From an optimization exercise on the open Yosys and OpenROAD flow, aimed at small area, a short achievable clock period and few clock cycles per item; shortcuts taken in it are not production practice.
At most, simulation tests tie the RTL to the original design; equivalence was not proved.
Power is estimated from default activity; no workload was simulated.

// Raptor64Mult
module Raptor64Mult(rst, clk, ld, sgn, isMuli, a, b, imm, o, done);
==> flow/config.mk <==
export PLATFORM = sky130hd
export DESIGN_NAME = Raptor64Mult
export DESIGN_NICKNAME = Raptor64Mult
export VERILOG_FILES = /design/flow/design.v
export SDC_FILE = /design/flow/constraint.sdc
export NUM_CORES = 4
export LEC_CHECK = 0
export ABC_CLOCK_PERIOD_IN_PS = 3000
export CAP_MARGIN = 50
export CORE_MARGIN = 2
export CORE_UTILIZATION = 62
export CTS_BUF_LIST = sky130_fd_sc_hd__clkbuf_16
export CTS_CLUSTER_DIAMETER = 100
export CTS_CLUSTER_SIZE = 28
export SETUP_SLACK_MARGIN = 5
export SLEW_MARGIN = 70
export SYNTH_HIERARCHICAL = 1
export SYNTH_MINIMUM_KEEP_SIZE = 0
==> flow/constraint.sdc <==
create_clock -name core_clock -period 10.0 [get_ports {clk}]
set_input_delay 2.0000 -clock core_clock [delete_from_list [all_inputs] [get_ports {clk}]]
set_output_delay 2.0000 -clock core_clock [all_outputs]
set_load 0.01 [all_outputs]
standard.sh (not shown) runs the stock make flow with config.mk's settings and CLKGATE_MAP_FILE= SYNTH_SCRIPT=/design/flow/synth_recipe.tcl, a recipe that flattens the netlist after the stock synthesis.
==> flow/flow/run.sh <==
#!/bin/bash
set -euo pipefail
MARGIN=$(cat flow/margin.txt)
export BUFFER_PORTS_ARGS="-buffer_cell $(cat flow/bufcell.txt)"
sed -e "s/SETUP_SLACK_MARGIN=[-0-9.]*/SETUP_SLACK_MARGIN=${MARGIN}/" standard.sh > standard_margin.sh
grep -q "SETUP_SLACK_MARGIN=${MARGIN}" standard_margin.sh
bash standard_margin.sh > standard_margin.log 2>&1
==> flow/flow/bufcell.txt <==
sky130_fd_sc_hd__buf_1
==> flow/flow/margin.txt <==
6.7
Change:
--- a/flow/config.mk
+++ b/flow/config.mk
@@ -13,3 +13,3 @@
 export CTS_CLUSTER_DIAMETER = 100
-export CTS_CLUSTER_SIZE = 28
+export CTS_CLUSTER_SIZE = 24
 export SETUP_SLACK_MARGIN = 5
Routed wire length fell by 0.77%.
Setup slack loses 0.025 ns.
Clock power decreases by about 10%.
No functional check of the RTL was part of any run of this note.

job 2739:
Raptor64Mult, a different RTL version from the one above (not shown whole).
Size: ~3,000 cells after synthesis, about 420 flip-flops.
Settings: LEC_CHECK=0, ABC_CLOCK_PERIOD_IN_PS=3000, CAP_MARGIN=50, CORE_MARGIN=2, CORE_UTILIZATION=55, SETUP_SLACK_MARGIN=5, SLEW_MARGIN=70, SYNTH_HIERARCHICAL=1, SYNTH_MINIMUM_KEEP_SIZE=0; clock period 10.0 ns.
run.sh (not shown) runs the stock make flow with config.mk's settings and CLKGATE_MAP_FILE= SYNTH_SCRIPT=/design/flow/synth_recipe.tcl, a recipe that flattens the netlist after the stock synthesis.
Stock flow here: none of the scripts above is used.
Job 2739 completed end to end with timing, DRC and antenna clean.
Testbench counts of job 2739, summed over its fixed seeds: cycles 19,200, items 2,400.
--- input diff job 2739..job 714 ---
==> flow/flow/run.sh (new file) <==
#!/bin/bash
# Own layout flow: the standard layout (standard.sh, unchanged synthesis and
# steps), run with a larger setup repair margin than config.mk accepts, so that
# repair_timing keeps working on paths until they fit in a shorter period.
# The clock, constraints and design are the standard flow's; only the repair target moves.
set -euo pipefail
MARGIN=$(cat flow/margin.txt)
sed -e "s/SETUP_SLACK_MARGIN=[-0-9.]*/SETUP_SLACK_MARGIN=${MARGIN}/" standard.sh > standard_margin.sh
grep -q "SETUP_SLACK_MARGIN=${MARGIN}" standard_margin.sh
bash standard_margin.sh > standard_margin.log 2>&1
==> flow/flow/margin.txt (new file) <==
6.9
==> flow/standard.sh (new file) <==
#!/bin/bash
# synth_recipe.tcl (not shown) runs the flow's synth.tcl, then flattens the netlist and writes it again
# the make line also repeats each setting of config.mk as NAME=value (left out here)
make -C /OpenROAD-flow-scripts/flow DESIGN_CONFIG=/design/flow/config.mk WORK_HOME=/design/flow/orfs CLKGATE_MAP_FILE= SYNTH_SCRIPT=/design/flow/synth_recipe.tcl "${@:-finish}"
removed: flow/run.sh
### Flow results
| sum of internal, switching and leakage power | job 714 vs job 2739 | 0.00085 W higher |. Job 2739 ended up with fewer cell instances than job 714 did. Setup slack: job 714 vs job 2739 up 710 ps. | clock buffer count from CTS | lower: job 2739 |. Between job 714 and job 2739, the met2 capacity usage during global routing is higher for job 714. Job 714 ended up with a higher fraction of met1 tracks used by global routing than job 2739 did.
Relative to job 714, the following input files were edited for job 2694:
==> flow/flow/run.sh <==
#!/bin/bash
set -euo pipefail
MARGIN=$(cat flow/margin.txt)
export BUFFER_PORTS_ARGS="-buffer_cell $(cat flow/bufcell.txt)"
sed -e "s/SETUP_SLACK_MARGIN=[-0-9.]*/SETUP_SLACK_MARGIN=${MARGIN}/" standard.sh > standard_margin.sh
grep -q "SETUP_SLACK_MARGIN=${MARGIN}" standard_margin.sh
bash standard_margin.sh > standard_margin.log 2>&1
==> flow/flow/bufcell.txt (new file) <==
sky130_fd_sc_hd__buf_1
==> flow/flow/margin.txt <==
6.6
--- outcome ---
Compared with job 714, in job 2694 fraction of final layout cells sized beyond drive strength 1 now sits lower; internal power component now sits lower; routed length on met1 now sits lower; area used by multi-input combinational logic now sits lower. A start-to-end type of the worst setup path of register to register is what job 714 shows, while register to primary output belongs to job 2694.
For job 7644, these inputs were changed with respect to job 2694:
==> flow/flow/run.sh <==
#!/bin/bash
# Own layout flow: the standard layout (standard.sh, unchanged synthesis and
# steps), run with a larger setup repair margin than config.mk accepts, so that
# repair_timing keeps working on paths until they fit in a shorter period.
# The clock, constraints and design are the standard flow's; only the repair target moves.
set -euo pipefail
MARGIN=$(cat flow/margin.txt)
sed -e "s/SETUP_SLACK_MARGIN=[-0-9.]*/SETUP_SLACK_MARGIN=${MARGIN}/" standard.sh > standard_margin.sh
grep -q "SETUP_SLACK_MARGIN=${MARGIN}" standard_margin.sh
bash standard_margin.sh > standard_margin.log 2>&1
removed: flow/flow/bufcell.txt
Results
Delta (job 7644 minus job 2694): overall routing resource usage closely matched the old numbers; routed wire length has remained practically unchanged; final worst-path cycle share barely changed.
Wire length of the first global-routing pass down 0.32% in job 7644 wrt job 2694
Fill cell total of the finished layout came out lower on job 7644 than on job 2694.
From job 2694 to job 7644 the numbers moved as follows: design area shows an increase of 4.6%; number of distinct library cells after synthesis has remained practically unchanged.
Diff job 2694 and job 7644: setup slack higher in job 2694
Job 2694 reports its launch point of the worst path as dr[6]$_DFF_P_ while job 7644 reports dr[2]$_DFF_P_.
Routability-driven placement congestion ratio (job 7644 over job 2694): decrease, about 1%
Met3 global-route usage: job 7644 lower than job 2694

v6:
Another version of the RTL of Raptor64Mult (not shown whole).
For scale: roughly 2900 cells after synthesis, roughly 420 flip-flops, roughly 0.033 mm² of cells after synthesis.
==> flow/config.mk <==
export PLATFORM = sky130hd
export DESIGN_NAME = Raptor64Mult
export DESIGN_NICKNAME = Raptor64Mult
export VERILOG_FILES = /design/flow/design.v
export SDC_FILE = /design/flow/constraint.sdc
export NUM_CORES = 4
export LEC_CHECK = 0
export ABC_CLOCK_PERIOD_IN_PS = 3000
export CAP_MARGIN = 50
export CORE_MARGIN = 2
export CORE_UTILIZATION = 55
export SETUP_SLACK_MARGIN = 5
export SLEW_MARGIN = 70
export SYNTH_HIERARCHICAL = 1
export SYNTH_MINIMUM_KEEP_SIZE = 0
==> flow/constraint.sdc <==
create_clock -name core_clock -period 10.0 [get_ports {clk}]
set_input_delay 2.0000 -clock core_clock [delete_from_list [all_inputs] [get_ports {clk}]]
set_output_delay 2.0000 -clock core_clock [all_outputs]
set_load 0.01 [all_outputs]
standard.sh (not shown) runs the stock make flow with config.mk's settings and CLKGATE_MAP_FILE= SYNTH_SCRIPT=/design/flow/synth_recipe.tcl, a recipe that flattens the netlist after the stock synthesis.
==> flow/flow/run.sh <==
#!/bin/bash
set -euo pipefail
MARGIN=$(cat flow/margin.txt)
export BUFFER_PORTS_ARGS="-buffer_cell $(cat flow/bufcell.txt)"
sed -e "s/SETUP_SLACK_MARGIN=[-0-9.]*/SETUP_SLACK_MARGIN=${MARGIN}/" standard.sh > standard_margin.sh
grep -q "SETUP_SLACK_MARGIN=${MARGIN}" standard_margin.sh
bash standard_margin.sh > standard_margin.log 2>&1
==> flow/flow/bufcell.txt <==
sky130_fd_sc_hd__buf_1
==> flow/flow/margin.txt <==
6.7
Testbench counts of v6, summed over its fixed seeds: cycles 19,200, items 2,400.
Modified inputs, v7 compared to v6
==> flow/flow/margin.txt <==
6.8
Findings:
v7 finished all stages; the layout is clean.
As far as hold buffer count at cts goes, v6 and v7 are indistinguishable; the numbers are identical.
Of v7 and v6, the higher critical path depth belongs to v7.
Looking at static leakage power across v7 and v6, the one that comes out higher is v7.
The final routed wirelength across all metal layers of v7 exceeds that of v6 by 0.37%.

Setup of run A:
Starting RTL as in the previous note.
Settings: LEC_CHECK=0, ABC_CLOCK_PERIOD_IN_PS=3000, CAP_MARGIN=50, CORE_MARGIN=2, CORE_UTILIZATION=55, CTS_BUF_LIST=sky130_fd_sc_hd__clkbuf_4 sky130_fd_sc_hd__clkbuf_8, SETUP_SLACK_MARGIN=5, SLEW_MARGIN=70, SYNTH_HIERARCHICAL=1, SYNTH_MINIMUM_KEEP_SIZE=0; clock period 10.0 ns.
==> flow/flow/margin.txt <==
6.6
Scripts as last shown in full above: flow/flow/run.sh, flow/flow/bufcell.txt
Run A finished all stages; the layout is clean.
Testbench counts of run A, summed over its fixed seeds: cycles 19,200, items 2,400.
## Diff of input files: run B against run A
Settings: CTS_BUF_LIST removed (was sky130_fd_sc_hd__clkbuf_4 sky130_fd_sc_hd__clkbuf_8).
## What came out
Run B did not stop at any stage, and its layout met the timing, design-rule and antenna checks.
On part of the power in combinational logic: between run B and run A, it ends up higher for run B.
Launching instance or port of the critical path: dr[42] -> run A, isMuli -> run B
Run B: final instance area 130 µm² below run A
Of run B and run A, run B shows the higher count of cell instances traversed by the critical path, with run A below it.

[separate check: timing with driven ports]
Ports are ideal in the flow. The routed layouts listed here were re-timed in OpenROAD.
Step 1 sets driving cells, clkbuf_16 on the clock port and buf_2 on the other inputs (assumed; they add their load-dependent delay and slew).
Step 2 times the ports against the registers' clock, not the clock port: input delays grow and output delays shrink by t, the midpoint of the rising clock arrivals with the driver on.
Three values: ideal ports, drivers, drivers and shift; two values: the first two.
run | t (ns) | setup WS [ns] | worst setup path at the end | worst slew at a driven data input, ns
the first run of note 1 | 0.668 | 6.710 / 6.645 / 6.200 | input to register | 0.10
the second run of note 1 | 0.635 | 6.685 / 6.622 / 6.233 | input to register | 0.10
job 2739 | 0.670 | 6.155 / 6.090 / 6.280 | input to register | 0.08
job 714 | 0.675 | 6.869 / 6.836 / 6.241 | input to register | 0.09
job 2694 | 0.688 | 6.641 / 6.573 / 6.411 | input to register | 0.14
job 7644 | 0.669 | 6.634 / 6.568 / 6.287 | input to register | 0.08
v6 | 0.680 | 6.742 / 6.676 / 6.344 | input to register | 0.13
v7 | 0.662 | 6.800 / 6.758 / 6.242 | input to register | 0.12
run A | 0.738 | 6.625 / 6.564 / 5.981 | input to register | 0.13
run B | 0.661 | 6.674 / 6.615 / 6.035 | input to register | 0.13
After both steps every run listed still meets setup and hold. The setup slack of run A, which loses most, moves by -0.061 ns with the drivers and by -0.644 ns with both steps.
